Background: an optimization exercise with open tools, aiming at small area. Do not read the settings as production practice.
Where RTL was checked, it was by simulation tests only, not by an equivalence proof against the original.
The clock port is modelled as an ideal driver, which makes a skipped or thinned clock tree look cheaper than it is; a real chip needs a root buffer or a tree.
Power and IR drop assume default switching activity.

Setup of build 13:
## top
module top (
    input  wire        clk,
    input  wire        rst,
    input  wire        btn_jump,
    output wire        hsync,
    output wire        vsync,
    output wire [3:0]  red,
    output wire [3:0]  green,
    output wire [3:0]  blue
);
    wire        game_tick;
    wire        jump_pressed;
    wire [4:0]  dino_m;
    wire        low;
    wire [5:0]  nk1;
    wire [6:0]  nk2;
    wire        collision;
    wire [6:0]  hq;
    wire [3:0]  hr;
    wire [9:0]  v;
    wire        display_area;
    wire        on;
    wire        white;
    clock_divider u_clk_div (
        .clk      (clk),
        .rst      (rst),
        .game_tick(game_tick)
    );
    obstacle_generator u_obstacles (
        .clk        (clk),
        .rst        (rst),
        .game_tick  (game_tick),
        .nk1(nk1),
        .nk2(nk2)
    );
    input_handler u_input (
        .clk         (clk),
        .rst         (rst),
        .btn_jump    (btn_jump),
        .jump_pressed(jump_pressed)
    );
    game_fsm u_fsm (
        .clk         (clk),
        .rst         (rst),
        .game_tick   (game_tick),
        .jump_pressed(jump_pressed),
        .collision   (collision),
        .dino_m      (dino_m),
        .low         (low)
    );
    collision_detector u_collision (
        .low        (low),
        .nk1(nk1),
        .nk2(nk2),
        .collision  (collision)
    );
    vga_controller u_vga (
        .clk         (clk),
        .rst         (rst),
        .hq          (hq),
        .hr          (hr),
        .v           (v),
        .hsync       (hsync),
        .vsync       (vsync),
        .display_area(display_area)
    );
    graphics_engine u_gfx (
        .clk         (clk),
        .rst         (rst),
        .hq          (hq),
        .hr          (hr),
        .v           (v),
        .display_area(display_area),
        .dino_m      (dino_m),
  ...
Settings: LEC_CHECK=0, CAP_MARGIN=20, CORE_MARGIN=2, CORE_UTILIZATION=60, SLEW_MARGIN=20; clock period 40.0 ns.
standard.sh (not shown) runs the stock make flow with config.mk's settings and CLKGATE_MAP_FILE= SYNTH_SCRIPT=/design/flow/synth_recipe.tcl, a recipe that flattens the netlist after the stock synthesis.
==> flow/flow/run.sh <==
#!/bin/bash
# Standard ORFS layout (the standard.sh) with two changes:
#  - ports are buffered with buf_1 instead of the default buffer cell
#  - after CTS, the clock tree is replaced by a smaller one: the flip-flops
#    are split into 4 groups by position, each driven by one clkbuf_8 at the
#    group's centre, and clk drives the 4 buffers (flow/post_cts.tcl)
# The make output goes to standard.log; ORFS keeps each step's log under orfs/logs.
set -euo pipefail
export BUFFER_PORTS_ARGS="-buffer_cell sky130_fd_sc_hd__buf_1"
export POST_CTS_TCL="$PWD/flow/post_cts.tcl"
bash standard.sh > standard.log 2>&1
Other scripts of this flow, unchanged in this note and not shown: flow/flow/post_cts.tcl
## Diff of input files: build 46 against build 13
- swapping 60 for 40 in CORE_UTILIZATION
--- outcome ---
Area of the core: build 46 worse than build 13
Comparing build 13 against build 46, there is no change at all in total via count after detailed routing.
Summary: with build 13 as the reference, power in combinational cells in build 46 moved up slightly.
Delta (build 46 minus build 13): final critical path time including I/O delays and setup increased 24 ps; total placed instance area increased 41 um2; aggregate global-route resource usage decreased 7.1 points; signed area change from the synthesized netlist to the final layout increased 1.2 points.
Setup changes, build 46 to build 79
- CORE_UTILIZATION now 60, was 40
- SYNTH_HIERARCHICAL now 1, previously not set
On number of buffer and inverter stages on the critical path, build 79 and build 46 are neck and neck. Build 79 vs build 46: wire length of the first global-routing pass down by a few percent. Of build 79 and build 46, build 79 shows the lower leakage power, with build 46 above it. Build 46 → build 79: cell count after synthesis went down by 2.8%, design area went up by 1.7%.
In every run of this note, the design's own scripts or RTL, not TritonCTS, make the clock network.


Another version of the RTL of top (not shown whole).
For scale: ~370 cells after synthesis.
export LEC_CHECK = 0
export CAP_MARGIN = 20
export CORE_MARGIN = 2
export CORE_UTILIZATION = 40
export SLEW_MARGIN = 20
export SYNTH_HIERARCHICAL = 1
create_clock -name core_clock -period 40.0 [get_ports {clk}]
==> flow/flow/post_cts.tcl <==
# Replace the clock tree that clock_tree_synthesis built with a small one:
# the flip-flops are split into NCLK groups by position, each driven by one
# clock buffer placed at the group's centre; clk drives the NCLK buffers.
set nclk 4
set bufcell sky130_fd_sc_hd__clkbuf_8
if { [info exists ::env(MY_NCLK)] } { set nclk $::env(MY_NCLK) }
if { [info exists ::env(MY_CLKBUF)] } { set bufcell $::env(MY_CLKBUF) }

set db [ord::get_db]
set block [ord::get_db_block]
set clk_net [$block findNet clk]

set sinks {}
foreach inst [$block getInsts] {
  if { [[$inst getMaster] isSequential] } {
    foreach it [$inst getITerms] {
      if { [[$it getMTerm] getName] eq "CLK" } { lappend sinks $it }
    }
  }
}
set old {}
foreach inst [$block getInsts] {
  if { [regexp {^(clkbuf_|clkload)} [$inst getName]] } { lappend old $inst }
}
foreach it $sinks { $it disconnect }
foreach inst $old { odb::dbInst_destroy $inst }
foreach net [$block getNets] {
  if { [string match "clknet_*" [$net getName]] } { odb::dbNet_destroy $net }
}
puts "post_cts: removed [llength $old] clock tree cells, [llength $sinks] sinks"

# group the sinks: start from strips along x, then a few rounds of k-means
set pts {}
foreach it $sinks {
  set bb [[$it getInst] getBBox]
  lappend pts [list [expr {([$bb xMin] + [$bb xMax]) / 2}] [expr {([$bb yMin] + [$bb yMax]) / 2}] $it]
}
set pts [lsort -integer -index 0 $pts]
set n [llength $pts]
set grp {}
for { set i 0 } { $i < $n } { incr i } { lappend grp [expr {$i * $nclk / $n}] }
for { set iter 0 } { $iter < 20 } { incr iter } {
  for { set g 0 } { $g < $nclk } { incr g } { set sx($g) 0; set sy($g) 0; set cnt($g) 0 }
  foreach p $pts g $grp {
    set sx($g) [expr {$sx($g) + [lindex $p 0]}]
    set sy($g) [expr {$sy($g) + [lindex $p 1]}]
    incr cnt($g)
  }
  for { set g 0 } { $g < $nclk } { incr g } {
    if { $cnt($g) > 0 } {
      set cx($g) [expr {$sx($g) / $cnt($g)}]
      set cy($g) [expr {$sy($g) / $cnt($g)}]
    }
  }
  set newgrp {}
  foreach p $pts {
    set best 0; set bd -1
    for { set g 0 } { $g < $nclk } { incr g } {
      set d [expr {abs([lindex $p 0] - $cx($g)) + abs([lindex $p 1] - $cy($g))}]
      if { $bd < 0 || $d < $bd } { set bd $d; set best $g }
    }
    lappend newgrp $best
  }
  set grp $newgrp
}
set master [$db findMaster $bufcell]
for { set g 0 } { $g < $nclk } { incr g } {
  set members {}
  set tx 0; set ty 0
  foreach p $pts gg $grp {
    if { $gg == $g } { lappend members [lindex $p 2]; incr tx [lindex $p 0]; incr ty [lindex $p 1] }
  }
  if { [llength $members] == 0 } { continue }
  set bx [expr {$tx / [llength $members]}]
  set by [expr {$ty / [llength $members]}]
  set net [odb::dbNet_create $block "clknet_my_$g"]
  $net setSigType CLOCK
  set buf [odb::dbInst_create $block $master "clkbuf_my_$g"]
  [$buf findITerm A] connect $clk_net
  [$buf findITerm X] connect $net
  foreach it $members { $it connect $net }
  $buf setLocation $bx $by
  $buf setPlacementStatus PLACED
  puts "post_cts: clkbuf_my_$g drives [llength $members] sinks at $bx $by"
}
detailed_placement
check_placement -verbose
estimate_parasitics -placement
report_clock_skew
Scripts as last shown in full above: flow/flow/run.sh
==> next run, changes <==
--- a/flow/flow/post_cts.tcl
+++ b/flow/flow/post_cts.tcl
@@ -54,0 +55,17 @@
+  # assign each sink to its nearest centre that still has room, nearest pairs first
+  set cap [expr {($n + $nclk - 1) / $nclk}]
+  set pairs {}
+  set i 0
+  foreach p $pts {
+    for { set g 0 } { $g < $nclk } { incr g } {
+      lappend pairs [list [expr {abs([lindex $p 0] - $cx($g)) + abs([lindex $p 1] - $cy($g))}] $i $g]
+    }
+    incr i
+  }
+  set pairs [lsort -integer -index 0 $pairs]
+  for { set g 0 } { $g < $nclk } { incr g } { set room($g) $cap }
+  for { set i 0 } { $i < $n } { incr i } { set asg($i) -1 }
+  foreach pr $pairs {
+    set i [lindex $pr 1]; set g [lindex $pr 2]
+    if { $asg($i) < 0 && $room($g) > 0 } { set asg($i) $g; incr room($g) -1 }
+  }
@@ -56,8 +73 @@
-  foreach p $pts {
-    set best 0; set bd -1
-    for { set g 0 } { $g < $nclk } { incr g } {
-      set d [expr {abs([lindex $p 0] - $cx($g)) + abs([lindex $p 1] - $cy($g))}]
-      if { $bd < 0 || $d < $bd } { set bd $d; set best $g }
-    }
-    lappend newgrp $best
-  }
+  for { set i 0 } { $i < $n } { incr i } { lappend newgrp $asg($i) }
Settings changed: CORE_UTILIZATION 40 to 60.
What happened:
- The changed run finished clean
- area after synthesis is unchanged
- routed wire length grows by about 4.7%
- setup slack is better by 61 ps
- first-iteration DRC count rises by 12%
- cell area shrinks by about 1%
- worst hold slack loses 4.9 ps
No run of this note included a check of the RTL's function; only the layout flow was run. In every run of this note, the design's own scripts or RTL, not TritonCTS, make the clock network.


== job 1906 ==
The RTL this note starts from:
==> flow/design.v <==
module clock_divider (
    input wire clk,
    input wire rst,
    output wire game_tick
);
    localparam [17:0] LAST = 18'h13c49;
    reg [17:0] s;
    reg half;
    wire last = (s == LAST);
    wire clr = rst | last;
    assign game_tick = last & ~half;
    always @(posedge clk)
    begin
        s <= ~({s[16:0], s[17] ^ s[10]} | {18{clr}});
        half <= ~rst & (half ^ last);
    end
endmodule
module obstacle_generator (
    input wire clk,
    input wire rst,
    input wire game_tick,
    output reg [5:0] nk1,
    output reg [6:0] nk2
);
    wire [6:0] c1;
    wire [7:0] c2;
    assign c1[0] = game_tick;
    assign c2[0] = game_tick;
    genvar i;
    generate
        for (i = 0; i < 6; i = i + 1) begin : g1
            assign c1[i+1] = nk1[i] & c1[i];
        end
        for (i = 0; i < 7; i = i + 1) begin : g2
            assign c2[i+1] = nk2[i] & c2[i];
        end
    endgenerate
    wire [5:0] nk1_inc = nk1 ^ c1[5:0];
    wire [6:0] nk2_inc = nk2 ^ c2[6:0];
    wire wrap1 = c1[6];
    wire wrap2 = c2[7];
    wire near1 = (nk1 < 6'd22);
    always @(posedge clk) begin
        if (rst | wrap1)
            nk1 <= 6'd10;                             
        else
            nk1 <= nk1_inc;
        if (rst | (wrap2 & ~near1))
            nk2 <= 7'd53;                             
        else if (wrap2)
            nk2 <= 7'd62;                             
        else
            nk2 <= nk2_inc;
    end
endmodule
module input_handler (
    input wire clk,
    input wire rst,
    input wire btn_jump,
    output reg jump_pressed
);
    reg       last;
    reg [2:0] run;
    always @(posedge clk)
    begin
        last <= ~rst & btn_jump;
        if (rst)
        begin
            run <= 3'd7;
            jump_pressed <= 1'b0;
        end
        else
        begin
            if (run == 3'd7)
                jump_pressed <= last;
            if (btn_jump != last)
                run <= 3'd0;
            else if (run != 3'd7)
                run <= {run[2] | (run[1] & run[0]), run[1] ^ run[0], ~run[0]};
        end
    end
endmodule
module game_fsm (
    input wire clk,
    input wire rst,
    input wire game_tick,
    input wire jump_pressed,
    input wire collision,
    output wire [4:0] dino_m,
    output wire low
);
    reg [5:0] phase;
    reg       game_over;
    localparam [5:0] IDLE  = 6'b010011;    
    localparam [5:0] START = 6'b101100;    
    assign dino_m = phase[4:0] ^ {5{phase[5]}};
    assign low = dino_m[4] | (&dino_m[3:0]);
    wire idle = (phase == IDLE);
    wire step = game_tick & ~game_over;
    wire [6:0] c;
    assign c[0] = step & ~idle;
    genvar i;
    generate
        for (i = 0; i < 6; i = i + 1) begin : g
            assign c[i+1] = phase[i] & c[i];
        end
    endgenerate
    always @(posedge clk)
    begin
        if (rst)
            phase <= IDLE;
        else if (step & idle & jump_pressed & ~collision)
            phase <= START;
        else
            phase <= phase ^ c[5:0];
        game_over <= ~rst & (game_over | (game_tick & collision));
    end
endmodule
module collision_detector (
    input wire low,
    input wire [5:0] nk1,
    input wire [6:0] nk2,
    output wire collision
);
    assign collision = low && (nk1 >= 6'd55 || nk2 >= 7'd119);
endmodule
module vga_controller (
    input wire clk,
    input wire rst,
    output reg [6:0] hq,
    output reg [3:0] hr,
    output reg [9:0] v,
    output wire hsync,
    output wire vsync,
    output wire display_area
);
    wire hr_end = hr[3] & hr[0];                          
    wire hq_end = hq[6] & (&hq[3:0]);                     
    wire v_end  = v[9] & v[3] & v[2];                     
    wire [6:0] hc = {hq[5:0] & hc[5:0], hr_end};
    wire [9:0] vc = {v[8:0] & vc[8:0], hr_end & hq_end};
    always @(posedge clk)
    begin
        hr <= (rst | hr_end) ? 4'd0 : {hr[3] ^ (&hr[2:0]), hr[2] ^ (&hr[1:0]), hr[1] ^ hr[0], ~hr[0]};
        hq <= (rst | (hr_end & hq_end)) ? 7'd0 : hq ^ hc;
        v  <= (rst | (hr_end & hq_end & v_end)) ? 10'd0 : v ^ vc;
    end
    assign hsync = ~((hq == 7'd65 && hr >= 4'd6) ||
                     (hq >= 7'd66 && hq <= 7'd74) ||
                     (hq == 7'd75 && hr <= 4'd1));
    assign vsync = ~(v[9:1] == 9'd245);
    assign display_area = ~hq[6] && (v < 10'd480);
endmodule
module graphics_engine (
    input wire clk,
    input wire rst,
    input wire [6:0] hq,
    input wire [3:0] hr,
    input wire [9:0] v,
    input wire display_area,
    input wire [4:0] dino_m,
    input wire [5:0] nk1,
    input wire [6:0] nk2,
    output reg on,
    output reg white
);
    wire [6:0] a1;
    wire [7:0] a2;
    wire [5:0] d1;
    wire [6:0] d2;
    assign a1[0] = 1'b0;
    assign a2[0] = 1'b0;
    genvar i;
    generate
        for (i = 0; i < 6; i = i + 1) begin : g1
            assign d1[i] = hq[i] ^ nk1[i] ^ a1[i];
            assign a1[i+1] = (hq[i] & nk1[i]) | (a1[i] & (hq[i] ^ nk1[i]));
        end
        for (i = 0; i < 6; i = i + 1) begin : g2
            assign d2[i] = hq[i] ^ nk2[i] ^ a2[i];
            assign a2[i+1] = (hq[i] & nk2[i]) | (a2[i] & (hq[i] ^ nk2[i]));
        end
    endgenerate
    assign d2[6] = nk2[6] ^ a2[6];
    wire obs_row = (v >= 10'd330);
    wire in_obs = obs_row && ((d1 < 6'd5) || (d2 < 7'd5));
    reg [8:0] rtm;
    always @(*)
    begin
        case (dino_m)
            5'd0: rtm = 9'd502;
            5'd1: rtm = 9'd501;
            5'd2: rtm = 9'd499;
            5'd3: rtm = 9'd496;
            5'd4: rtm = 9'd492;
            5'd5: rtm = 9'd487;
            5'd6: rtm = 9'd481;
            5'd7: rtm = 9'd474;
            5'd8: rtm = 9'd466;
            5'd9: rtm = 9'd457;
            5'd10: rtm = 9'd447;
            5'd11: rtm = 9'd436;
            5'd12: rtm = 9'd424;
            5'd13: rtm = 9'd411;
            5'd14: rtm = 9'd397;
            5'd15: rtm = 9'd382;
            5'd16: rtm = 9'd366;
            5'd17: rtm = 9'd349;
            5'd18: rtm = 9'd331;
            default: rtm = 9'd312;
        endcase
    end
    wire [8:0] vh = v[9:1];
    wire [8:0] a3;
    wire [8:0] e;
    assign a3[0] = 1'b0;
    generate
        for (i = 0; i < 8; i = i + 1) begin : g3
            assign e[i] = vh[i] ^ rtm[i] ^ a3[i];
            assign a3[i+1] = (vh[i] & rtm[i]) | (a3[i] & (vh[i] ^ rtm[i]));
        end
    endgenerate
    assign e[8] = vh[8] ^ rtm[8] ^ a3[8];
    wire row_head = (e < 9'd10);
    wire row_body = (e >= 9'd10) && (e < 9'd25);
    wire row_tail = (e >= 9'd25) && (e < 9'd40);
    wire row_legs = (e >= 9'd40) && (e < 9'd45);
    wire hr_2_7 = (hr >= 4'd2) && (hr <= 4'd7);
    wire in_dino =
        (row_head && ((hq == 7'd8 && hr >= 4'd5) || (hq == 7'd9 && hr <= 4'd7))) ||
        (row_body && (hq >= 7'd6 && hq <= 7'd8)) ||
        (row_tail && (hq >= 7'd5 && hq <= 7'd8)) ||
        (row_legs && (hq == 7'd5 || ((hq == 7'd6 || hq == 7'd8) && hr_2_7)));
    always @(posedge clk)
    begin
        on <= ~rst & display_area;
        white <= ~rst & display_area & ~(in_obs | in_dino);
    end
endmodule
module top (
    input  wire        clk,
    input  wire        rst,
    input  wire        btn_jump,
    output wire        hsync,
    output wire        vsync,
    output wire [3:0]  red,
    output wire [3:0]  green,
    output wire [3:0]  blue
);
    wire        game_tick;
    wire        jump_pressed;
    wire [4:0]  dino_m;
    wire        low;
    wire [5:0]  nk1;
    wire [6:0]  nk2;
    wire        collision;
    wire [6:0]  hq;
    wire [3:0]  hr;
    wire [9:0]  v;
    wire        display_area;
    wire        on;
    wire        white;
    clock_divider u_clk_div (
        .clk      (clk),
        .rst      (rst),
        .game_tick(game_tick)
    );
    obstacle_generator u_obstacles (
        .clk        (clk),
        .rst        (rst),
        .game_tick  (game_tick),
        .nk1(nk1),
        .nk2(nk2)
    );
    input_handler u_input (
        .clk         (clk),
        .rst         (rst),
        .btn_jump    (btn_jump),
        .jump_pressed(jump_pressed)
    );
    game_fsm u_fsm (
        .clk         (clk),
        .rst         (rst),
        .game_tick   (game_tick),
        .jump_pressed(jump_pressed),
        .collision   (collision),
        .dino_m      (dino_m),
        .low         (low)
    );
    collision_detector u_collision (
        .low        (low),
        .nk1(nk1),
        .nk2(nk2),
        .collision  (collision)
    );
    vga_controller u_vga (
        .clk         (clk),
        .rst         (rst),
        .hq          (hq),
        .hr          (hr),
        .v           (v),
        .hsync       (hsync),
        .vsync       (vsync),
        .display_area(display_area)
    );
    graphics_engine u_gfx (
        .clk         (clk),
        .rst         (rst),
        .hq          (hq),
        .hr          (hr),
        .v           (v),
        .display_area(display_area),
        .dino_m      (dino_m),
        .nk1 (nk1),
        .nk2 (nk2),
        .on          (on),
        .white       (white)
    );
    assign red   = {on, white, white, white};
    assign green = {on, white, white, white};
    assign blue  = {on, white, white, white};
endmodule
clock: 40.0 ns
lec_check: 0
cap_margin: 20
core_margin: 2
core_utilization: 70
place_density: 0.8
slew_margin: 20
==> flow/flow/run.sh <==
#!/bin/bash
# Standard ORFS layout with two changes:
#  - ports buffered with buf_1 instead of the default buffer
#  - after CTS, the clock tree is replaced by a small one (post_cts.tcl)
set -euo pipefail
export BUFFER_PORTS_ARGS="-buffer_cell sky130_fd_sc_hd__buf_1"
export MY_NCLK=3
export POST_CTS_TCL="$PWD/flow/post_cts.tcl"
bash standard.sh > standard.log 2>&1
==> flow/flow/post_cts.tcl <==
# Replace the clock tree that clock_tree_synthesis built with a small one:
# the flip-flops are split into NCLK groups by position, each driven by one
# clock buffer placed at the group's centre; clk drives the NCLK buffers.
set nclk 2
set bufcell sky130_fd_sc_hd__clkbuf_8
if { [info exists ::env(MY_NCLK)] } { set nclk $::env(MY_NCLK) }
if { [info exists ::env(MY_CLKBUF)] } { set bufcell $::env(MY_CLKBUF) }

set db [ord::get_db]
set block [ord::get_db_block]
set clk_net [$block findNet clk]

set sinks {}
foreach inst [$block getInsts] {
  if { [[$inst getMaster] isSequential] } {
    foreach it [$inst getITerms] {
      if { [[$it getMTerm] getName] eq "CLK" } { lappend sinks $it }
    }
  }
}
set old {}
foreach inst [$block getInsts] {
  if { [regexp {^(clkbuf_|clkload)} [$inst getName]] } { lappend old $inst }
}
foreach it $sinks { $it disconnect }
foreach inst $old { odb::dbInst_destroy $inst }
foreach net [$block getNets] {
  if { [string match "clknet_*" [$net getName]] } { odb::dbNet_destroy $net }
}
puts "post_cts: removed [llength $old] clock tree cells, [llength $sinks] sinks"

# group the sinks: start from strips along x, then a few rounds of k-means
set pts {}
foreach it $sinks {
  set bb [[$it getInst] getBBox]
  lappend pts [list [expr {([$bb xMin] + [$bb xMax]) / 2}] [expr {([$bb yMin] + [$bb yMax]) / 2}] $it]
}
set pts [lsort -integer -index 0 $pts]
set n [llength $pts]
set grp {}
for { set i 0 } { $i < $n } { incr i } { lappend grp [expr {$i * $nclk / $n}] }
for { set iter 0 } { $iter < 20 } { incr iter } {
  for { set g 0 } { $g < $nclk } { incr g } { set sx($g) 0; set sy($g) 0; set cnt($g) 0 }
  foreach p $pts g $grp {
    set sx($g) [expr {$sx($g) + [lindex $p 0]}]
    set sy($g) [expr {$sy($g) + [lindex $p 1]}]
    incr cnt($g)
  }
  for { set g 0 } { $g < $nclk } { incr g } {
    if { $cnt($g) > 0 } {
      set cx($g) [expr {$sx($g) / $cnt($g)}]
      set cy($g) [expr {$sy($g) / $cnt($g)}]
    }
  }
  set newgrp {}
  foreach p $pts {
    set best 0; set bd -1
    for { set g 0 } { $g < $nclk } { incr g } {
      set d [expr {abs([lindex $p 0] - $cx($g)) + abs([lindex $p 1] - $cy($g))}]
      if { $bd < 0 || $d < $bd } { set bd $d; set best $g }
    }
    lappend newgrp $best
  }
  set grp $newgrp
}
set master [$db findMaster $bufcell]
for { set g 0 } { $g < $nclk } { incr g } {
  set members {}
  set sx 0; set sy 0
  foreach p $pts gg $grp {
    if { $gg == $g } { lappend members [lindex $p 2]; incr sx [lindex $p 0]; incr sy [lindex $p 1] }
  }
  if { [llength $members] == 0 } { continue }
  set cx [expr {$sx / [llength $members]}]
  set cy [expr {$sy / [llength $members]}]
  set net [odb::dbNet_create $block "clknet_my_$g"]
  $net setSigType CLOCK
  set buf [odb::dbInst_create $block $master "clkbuf_my_$g"]
  [$buf findITerm A] connect $clk_net
  [$buf findITerm X] connect $net
  foreach it $members { $it connect $net }
  $buf setLocation $cx $cy
  $buf setPlacementStatus PLACED
  puts "post_cts: clkbuf_my_$g drives [llength $members] sinks at $cx $cy"
}
detailed_placement
check_placement -verbose
estimate_parasitics -placement
report_clock_skew
FAIL job 1906 @ clock tree synthesis (4_1_cts): tool exited with error
Here is what was changed in the inputs of job 6314 compared with job 1906.
-- flow/flow/run.sh --
<<< job 1906, line 7
export MY_NCLK=3
>>> job 6314, line 7
export MY_NCLK=4
-- flow/flow/post_cts.tcl --
<<< job 1906, line 32
# group the sinks: start from strips along x, then a few rounds of k-means
>>> job 6314, line 32
# order the sinks along x, then cut into nclk groups
<<< job 1906, line 35
  set bb [[$it getInst] getBBox]
>>> job 6314, line 35
  set inst [$it getInst]
  set bb [$inst getBBox]
<<< job 1906, line 40
set grp {}
for { set i 0 } { $i < $n } { incr i } { lappend grp [expr {$i * $nclk / $n}] }
for { set iter 0 } { $iter < 20 } { incr iter } {
  for { set g 0 } { $g < $nclk } { incr g } { set sx($g) 0; set sy($g) 0; set cnt($g) 0 }
  foreach p $pts g $grp {
    set sx($g) [expr {$sx($g) + [lindex $p 0]}]
    set sy($g) [expr {$sy($g) + [lindex $p 1]}]
    incr cnt($g)
  }
  for { set g 0 } { $g < $nclk } { incr g } {
    if { $cnt($g) > 0 } {
      set cx($g) [expr {$sx($g) / $cnt($g)}]
      set cy($g) [expr {$sy($g) / $cnt($g)}]
    }
  }
  set newgrp {}
  foreach p $pts {
    set best 0; set bd -1
    for { set g 0 } { $g < $nclk } { incr g } {
      set d [expr {abs([lindex $p 0] - $cx($g)) + abs([lindex $p 1] - $cy($g))}]
      if { $bd < 0 || $d < $bd } { set bd $d; set best $g }
    }
    lappend newgrp $best
  }
  set grp $newgrp
}
>>> job 6314, line 41
<<< job 1906, line 68
  set members {}
>>> job 6314, line 43
  set lo [expr {$g * $n / $nclk}]
  set hi [expr {($g + 1) * $n / $nclk - 1}]
  set grp [lrange $pts $lo $hi]
<<< job 1906, line 70
  foreach p $pts gg $grp {
    if { $gg == $g } { lappend members [lindex $p 2]; incr sx [lindex $p 0]; incr sy [lindex $p 1] }
  }
  if { [llength $members] == 0 } { continue }
  set cx [expr {$sx / [llength $members]}]
  set cy [expr {$sy / [llength $members]}]
>>> job 6314, line 47
  foreach p $grp { incr sx [lindex $p 0]; incr sy [lindex $p 1] }
  set cx [expr {$sx / [llength $grp]}]
  set cy [expr {$sy / [llength $grp]}]
<<< job 1906, line 81
  foreach it $members { $it connect $net }
>>> job 6314, line 55
  foreach p $grp { [lindex $p 2] connect $net }
<<< job 1906, line 84
  puts "post_cts: clkbuf_my_$g drives [llength $members] sinks at $cx $cy"
>>> job 6314, line 58
  puts "post_cts: clkbuf_my_$g drives [llength $grp] sinks at $cx $cy"
-- flow/config.mk --
<<< job 1906, line 10
export CORE_UTILIZATION = 70
export PLACE_DENSITY = 0.8
>>> job 6314, line 10
export CORE_UTILIZATION = 40
==> summary.txt <==
Job 6314 ended with every stage complete and zero timing, DRC or antenna violations. Job 6314 ended with more standard-cell row count than job 1906. ~same area fraction in and, or, nand and nor cells after synthesis in job 1906 and job 6314. Summary of job 6314 over job 1906: pre-CTS setup slack has decreased, die boundary width has increased.
Setup changes, job 6314 to job 7475
-- flow/flow/run.sh --
<<< job 6314, line 7
export MY_NCLK=4
>>> job 7475, line 7
export MY_NCLK=3
export MY_CLKBUF=sky130_fd_sc_hd__clkbuf_16
-- flow/config.mk --
<<< job 6314, line 10
export CORE_UTILIZATION = 40
>>> job 7475, line 10
export CORE_UTILIZATION = 70
export PLACE_DENSITY = 0.8
Notes after the runs:
- Job 7475 has area added between synthesis and finish below what job 6314 had.
- Between job 6314 and job 7475, the sequential power figures differ only marginally.
- Looking at routed length per instance, job 7475 sits above job 6314.
- Summary — number of cells in the design after placement, job 7475 relative to job 6314: lower, by 59.
- Going from job 6314 to job 7475, routed wire length picked up an extra 170 um, fraction of power consumed by combinational cells shows a reduction of 0.2 points, total power consumption of the routed design grew by 0.0000046 W, leakage power summed over all cells picked up an extra about 0.5%, number of non-filler instances in the completed layout down 11%.
- Final core utilization, job 7475 and job 6314, lower one = job 6314.
- Job 6314 and job 7475 ended up with roughly the same synthesized cell count.
[inputs] job 6766 vs job 7475
-- flow/flow/run.sh --
<<< job 7475, line 7
export MY_NCLK=3
export MY_CLKBUF=sky130_fd_sc_hd__clkbuf_16
>>> job 6766, line 7
export MY_NCLK=5
export MY_CLKBUF=sky130_fd_sc_hd__clkbuf_4
-- flow/flow/post_cts.tcl --
<<< job 7475, line 32
# order the sinks along x, then cut into nclk groups
>>> job 6766, line 32
# group the sinks: start from strips along x, then a few rounds of k-means
<<< job 7475, line 35
  set inst [$it getInst]
  set bb [$inst getBBox]
>>> job 6766, line 35
  set bb [[$it getInst] getBBox]
<<< job 7475, line 41
>>> job 6766, line 40
set grp {}
for { set i 0 } { $i < $n } { incr i } { lappend grp [expr {$i * $nclk / $n}] }
for { set iter 0 } { $iter < 20 } { incr iter } {
  for { set g 0 } { $g < $nclk } { incr g } { set sx($g) 0; set sy($g) 0; set cnt($g) 0 }
  foreach p $pts g $grp {
    set sx($g) [expr {$sx($g) + [lindex $p 0]}]
    set sy($g) [expr {$sy($g) + [lindex $p 1]}]
    incr cnt($g)
  }
  for { set g 0 } { $g < $nclk } { incr g } {
    if { $cnt($g) > 0 } {
      set cx($g) [expr {$sx($g) / $cnt($g)}]
      set cy($g) [expr {$sy($g) / $cnt($g)}]
    }
  }
  set newgrp {}
  foreach p $pts {
    set best 0; set bd -1
    for { set g 0 } { $g < $nclk } { incr g } {
      set d [expr {abs([lindex $p 0] - $cx($g)) + abs([lindex $p 1] - $cy($g))}]
      if { $bd < 0 || $d < $bd } { set bd $d; set best $g }
    }
    lappend newgrp $best
  }
  set grp $newgrp
}
<<< job 7475, line 43
  set lo [expr {$g * $n / $nclk}]
  set hi [expr {($g + 1) * $n / $nclk - 1}]
  set grp [lrange $pts $lo $hi]
>>> job 6766, line 68
  set members {}
<<< job 7475, line 47
  foreach p $grp { incr sx [lindex $p 0]; incr sy [lindex $p 1] }
  set cx [expr {$sx / [llength $grp]}]
  set cy [expr {$sy / [llength $grp]}]
>>> job 6766, line 70
  foreach p $pts gg $grp {
    if { $gg == $g } { lappend members [lindex $p 2]; incr sx [lindex $p 0]; incr sy [lindex $p 1] }
  }
  if { [llength $members] == 0 } { continue }
  set cx [expr {$sx / [llength $members]}]
  set cy [expr {$sy / [llength $members]}]
<<< job 7475, line 55
  foreach p $grp { [lindex $p 2] connect $net }
>>> job 6766, line 81
  foreach it $members { $it connect $net }
<<< job 7475, line 58
  puts "post_cts: clkbuf_my_$g drives [llength $grp] sinks at $cx $cy"
>>> job 6766, line 84
  puts "post_cts: clkbuf_my_$g drives [llength $members] sinks at $cx $cy"
-- flow/config.mk --
<<< job 7475, line 10
export CORE_UTILIZATION = 70
export PLACE_DENSITY = 0.8
>>> job 6766, line 10
export CORE_UTILIZATION = 40
Results
- Job 6766 did not finish: a tool error stopped it during clock tree synthesis (4_1_cts).
- In job 6766, the global placer's final weighted congestion came out 0.033 below the value in job 7475.
- On job 6766: detailed-placement wirelength estimate is 0.61% higher than what job 7475 gave.
- Job 7475 -> job 6766: I/O pin count delta 0, exact match
- Job 6766 vs job 7475, cell area after placement went up by 74 sq um.
- On placed instance count: between job 7475 and job 6766, it ends up lower for job 7475.
In job 6314 and job 7475 the design's own scripts or RTL, not TritonCTS, make the clock network.

==> what the ideal ports hide <==
No port has a modelled driver above. Below, the same layouts with a new extraction and two added sets of constraints.
Step 1, drivers: a clkbuf_16 drives clk and a buf_2 each remaining input, both assumed.
Step 2 also shifts input and output timing later by t, the mid clock arrival at the registers, as if the neighbouring blocks saw the same clock.
Three values: ideal ports, drivers, drivers and shift; two values: the first two.
run	t, ns	slack for setup (ns)	hold slack, ns
build 13	0.214	30.590 / 30.533 / 30.747	0.406 / 0.406 / 0.406
build 46	0.217	30.565 / 30.508 / 30.725	0.398 / 0.398 / 0.398
build 79	0.214	30.505 / 30.450 / 30.663	0.410 / 0.410 / 0.410
the first run of note 2	0.218	30.540 / 30.480 / 30.627	0.413 / 0.413 / 0.413
the second run of note 2	0.215	30.602 / 30.544 / 30.759	0.408 / 0.408 / 0.408
job 6314	0.210	30.184 / 30.130 / 30.341	0.399 / 0.399 / 0.399
job 7475	0.206	30.175 / 30.118 / 30.324	0.395 / 0.395 / 0.395
After both steps every run listed still meets setup and hold.
